This design comes from an exercise in tuning for small area, a short achievable clock period and few clock cycles on the open sky130 flow, not from production work.
Power and IR drop assume default switching activity.

Setup of rev 12:
## proc
module proc (
    clk, rst,
    imem_addr, imem_rd, imem_rdata,
    dmem_addr, dmem_wdata, dmem_wr, dmem_rd, dmem_rdata,
    wb_en, wb_reg, wb_data, st_en, st_addr, st_data, halt
    );
    input  wire        clk;
    input  wire        rst;
    output wire [15:0] imem_addr;
    output wire        imem_rd;
    input  wire [15:0] imem_rdata;
    output wire [15:0] dmem_addr;
    output wire [15:0] dmem_wdata;
    output wire        dmem_wr;
    output wire        dmem_rd;
    input  wire [15:0] dmem_rdata;
    output wire        wb_en;
    output wire [2:0]  wb_reg;
    output wire [15:0] wb_data;
    output wire        st_en;
    output wire [15:0] st_addr;
    output wire [15:0] st_data;
    output wire        halt;
    function stop_op;
        input [15:0] i;
        begin
            stop_op = (i[15:13] == 3'b001) | (i[15:11] == 5'b00000) |
                      ((i[15:13] == 3'b011) & (i[11] & ~i[12] | i[7]));
        end
    endfunction
    reg  [15:1] fa;               
  ...
For scale: about 140 I/O pins, roughly 0.024 sq mm of cells after synthesis.
clock: 12.0 ns
lec_check: 0
abc_area: 1
cap_margin: 20
core_margin: 2
core_utilization: 40
slew_margin: 20
standard.sh (not shown) runs the stock make flow with config.mk's settings and CLKGATE_MAP_FILE= SYNTH_SCRIPT=/design/flow/synth_recipe.tcl, a recipe that flattens the netlist after the stock synthesis.
==> flow/flow/run.sh <==
#!/bin/bash
set -euo pipefail
bash standard.sh SETUP_SLACK_MARGIN=8 finish > make.log 2>&1
Relative to rev 12, the following input files were edited for rev 13:
--- a/flow/design.v
+++ b/flow/design.v
@@ -27,24 +27,26 @@
         begin
             stop_op = (i[15:13] == 3'b001) | (i[15:11] == 5'b00000) |
                       ((i[15:13] == 3'b011) & (i[11] & ~i[12] | i[7]));
         end
     endfunction
     reg  [15:1] fa;               
     reg         issue;            
     reg         l1, l2;           
     reg         iv1, iv2;         
     reg  [1:0]  ib1, ib2;         
     reg         fstop;            
-    reg  [15:0] q0, q1, q2, q3;
-    reg  [2:0]  qc;
+    reg  [15:0] q0, b0, b1, b2;
+    reg         qv;               
+    reg  [1:0]  bc;               
+    reg  [1:0]  rp, wp;           
     reg  [15:1] pcd;              
     reg         dstop;            
     reg  [15:0] rf [0:7];
     reg  [7:0]  rfv;              
     reg         ev;
     reg  [15:0] eA, eB;
     reg  [7:0]  eimm;
     reg         esx;              
     reg  [1:0]  ebk;              
     reg  [2:0]  edst;
     reg         ewr, eld, est, ehalt;
@@ -105,23 +107,24 @@
         ({16{rs_sum}}  & sum) |
         ({16{rs_xor}}  & (opA ^ opB)) |
         ({16{rs_andn}} & (opA & ~opB)) |
         ({16{rs_sh}}   & shres) |
         ({16{rs_btr}}  & btr) |
         ({16{rs_imm}}  & eimm16) |
         ({16{rs_slbi}} & {opA[7:0], eimm[7:0]}) |
         ({16{rs_set}}  & {15'b0, setv}) |
         ({16{rs_link}} & rB);
     wire [15:0] ir = q0;
     wire [4:0]  op = ir[15:11];
-    wire dv = (qc != 3'd0) & ~dstop;
+    wire [2:0] qc = {1'b0, bc} + {2'b0, qv};
+    wire dv = qv & ~dstop;
     wire is_rr    = (op == 5'b11011);                   
     wire is_rsh   = (op == 5'b11010);                   
     wire is_set   = (op[4:2] == 3'b111);                
     wire is_btr   = (op == 5'b11001);
     wire is_ia    = (op[4:2] == 3'b010);                
     wire is_ish   = (op[4:2] == 3'b101);                
     wire is_st    = (op == 5'b10000);
     wire is_ld    = (op == 5'b10001);
     wire is_stu   = (op == 5'b10011);
     wire is_lbi   = (op == 5'b11000);
     wire is_slbi  = (op == 5'b10010);
@@ -191,22 +194,24 @@
     wire [3:0] fA = ~useA ? 4'b1000 :
                     sA_E ? 4'b0001 :
                     sA_M1 ? 4'b0010 :
                     sA_M2 ? 4'b0100 : 4'b1000;
     wire [3:0] fB = ~useB ? 4'b1000 :
                     (ev & ewr & (edst == rsB)) ? 4'b0001 :
                     (m1wrv & (m1dst == rsB)) ? 4'b0010 :
                     (m2wrv & (m2dst == rsB)) ? 4'b0100 : 4'b1000;
     assign imem_rd = issue;
     assign imem_addr = {fa, 1'b0};
     wire push = l2 & ~redirect;
+    wire to_q0 = (bc == 2'd0) & (~qv | d_go);
+    wire [15:0] bhead = (rp == 2'd0) ? b0 : (rp == 2'd1) ? b1 : b2;
     wire [15:1] fa_seq = issue ? fa + 15'd1 : fa;
     wire fstop_nr = (push & stop_op(imem_rdata)) ? 1'b1 :
                     (d_go & is_br) ? 1'b0 : fstop;
     wire [2:0] qc_go   = qc - 3'd1 + {2'b0, l2};
     wire [2:0] qc_nogo = qc + {2'b0, l2};
     function nbusy;
         input [1:0] b;
         begin
             nbusy = (issue & (fa[2:1] == b)) | (iv1 & (ib1 == b)) | (iv2 & (ib2 == b));
         end
     endfunction
@@ -223,37 +228,39 @@
             iv1 <= 1'b0; iv2 <= 1'b0;
             fstop <= 1'b0;
         end else begin
             fa <= redirect ? rtarget : fa_seq;
             issue <= redirect ? issue_r : issue_nr;
             l1 <= issue & ~redirect;
             l2 <= l1 & ~redirect;
             iv1 <= issue; iv2 <= iv1;
             fstop <= redirect ? 1'b0 : fstop_nr;
         end
         ib1 <= fa[2:1]; ib2 <= ib1;
-        if (rst | redirect) begin
-            qc <= 3'd0;
-        end else begin
-            qc <= d_go ? qc_go : qc_nogo;
+        if (l2) begin
+            if (wp == 2'd0) b0 <= imem_rdata;
+            if (wp == 2'd1) b1 <= imem_rdata;
+            if (wp == 2'd2) b2 <= imem_rdata;
         end
-        if (d_go) begin
-            q0 <= (l2 && qc == 3'd1) ? imem_rdata : q1;
-            q1 <= (l2 && qc == 3'd2) ? imem_rdata : q2;
-            q2 <= (l2 && qc == 3'd3) ? imem_rdata : q3;
-            q3 <= imem_rdata;
+        if (d_go) q0 <= (bc != 2'd0) ? bhead : imem_rdata;
+        else if (~qv) q0 <= imem_rdata;
+        if (rst | redirect) begin
+            qv <= 1'b0;
+            bc <= 2'd0;
+            rp <= 2'd0;
+            wp <= 2'd0;
         end else begin
-            if (l2 && qc == 3'd0) q0 <= imem_rdata;
-            if (l2 && qc == 3'd1) q1 <= imem_rdata;
-            if (l2 && qc == 3'd2) q2 <= imem_rdata;
-            if (l2 && qc == 3'd3) q3 <= imem_rdata;
+            qv <= d_go ? ((bc != 2'd0) | push) : (qv | push);
+            bc <= bc + {1'b0, push & ~to_q0} - {1'b0, d_go & (bc != 2'd0)};
+            if (d_go & (bc != 2'd0)) rp <= (rp == 2'd2) ? 2'd0 : rp + 2'd1;
+            if (push & ~to_q0) wp <= (wp == 2'd2) ? 2'd0 : wp + 2'd1;
         end
         if (rst) begin
             pcd <= 15'd0;
             dstop <= 1'b0;
         end else begin
             if (redirect) pcd <= rtarget;
             else if (d_go) pcd <= pc2;
             if (d_go & is_halt) dstop <= 1'b1;
         end
         if (rst) ev <= 1'b0;
         else ev <= d_go;
--- outcome ---
- Last weighted congestion value of the routability-driven placer, rev 13 vs rev 12: down by a few percent
- Looking at group drawing the most power, the registers result is from rev 13; the combinational logic one comes from rev 12.
- Share of cell area taken by multi-input logic gates delta for rev 13 relative to rev 12: 0.81 points lower
- Rev 13 vs. rev 12: internal power dropped about 28%; number of flip-flops and latches grew by 4; global-route usage stayed essentially flat; cell count now smaller; number of clock buffer instances in the layout grew by about 6.5%.
- According to the power report, total power for rev 13 is lower than for rev 12.
- On sequential share of layout area: between rev 13 and rev 12, it ends up lower for rev 12.
No functional check of the RTL was part of any run of this note.

==> afterwards: timing with drivers on the ports <==
In the flow no input, the clock included, has a driving cell. The finished layouts below were timed again as built, in two steps. Step 1 (the two cells are an assumption about what drives the block):
set clk [get_ports {clk}]
set_driving_cell -lib_cell sky130_fd_sc_hd__clkbuf_16 $clk
set_driving_cell -lib_cell sky130_fd_sc_hd__buf_2 [delete_from_list [all_inputs] $clk]
Step 2 adds t to the input delays and takes it off the output delays; t is the mean of the earliest and latest rising clock arrival at the registers after step 1. Input paths then give back, and output paths get back, about the clock's delay inside the block. Three values: no drivers, after step 1, after step 2; two values: the first two.
| run | t (ns) | setup slack, ns | worst setup path after step 2 | worst register clock-pin slew, ns |
|---|---|---|---|---|
| rev 12 | 0.658 | 7.813 / 7.813 / 7.550 | input to register | 0.06 / 0.06 |
| rev 13 | 0.660 | 7.819 / 7.819 / 7.765 | input to register | 0.07 / 0.07 |
After both steps every run listed still meets setup and hold. The setup slack of rev 12, which loses most, moves by 0.000 ns with the drivers and by -0.263 ns with both steps.
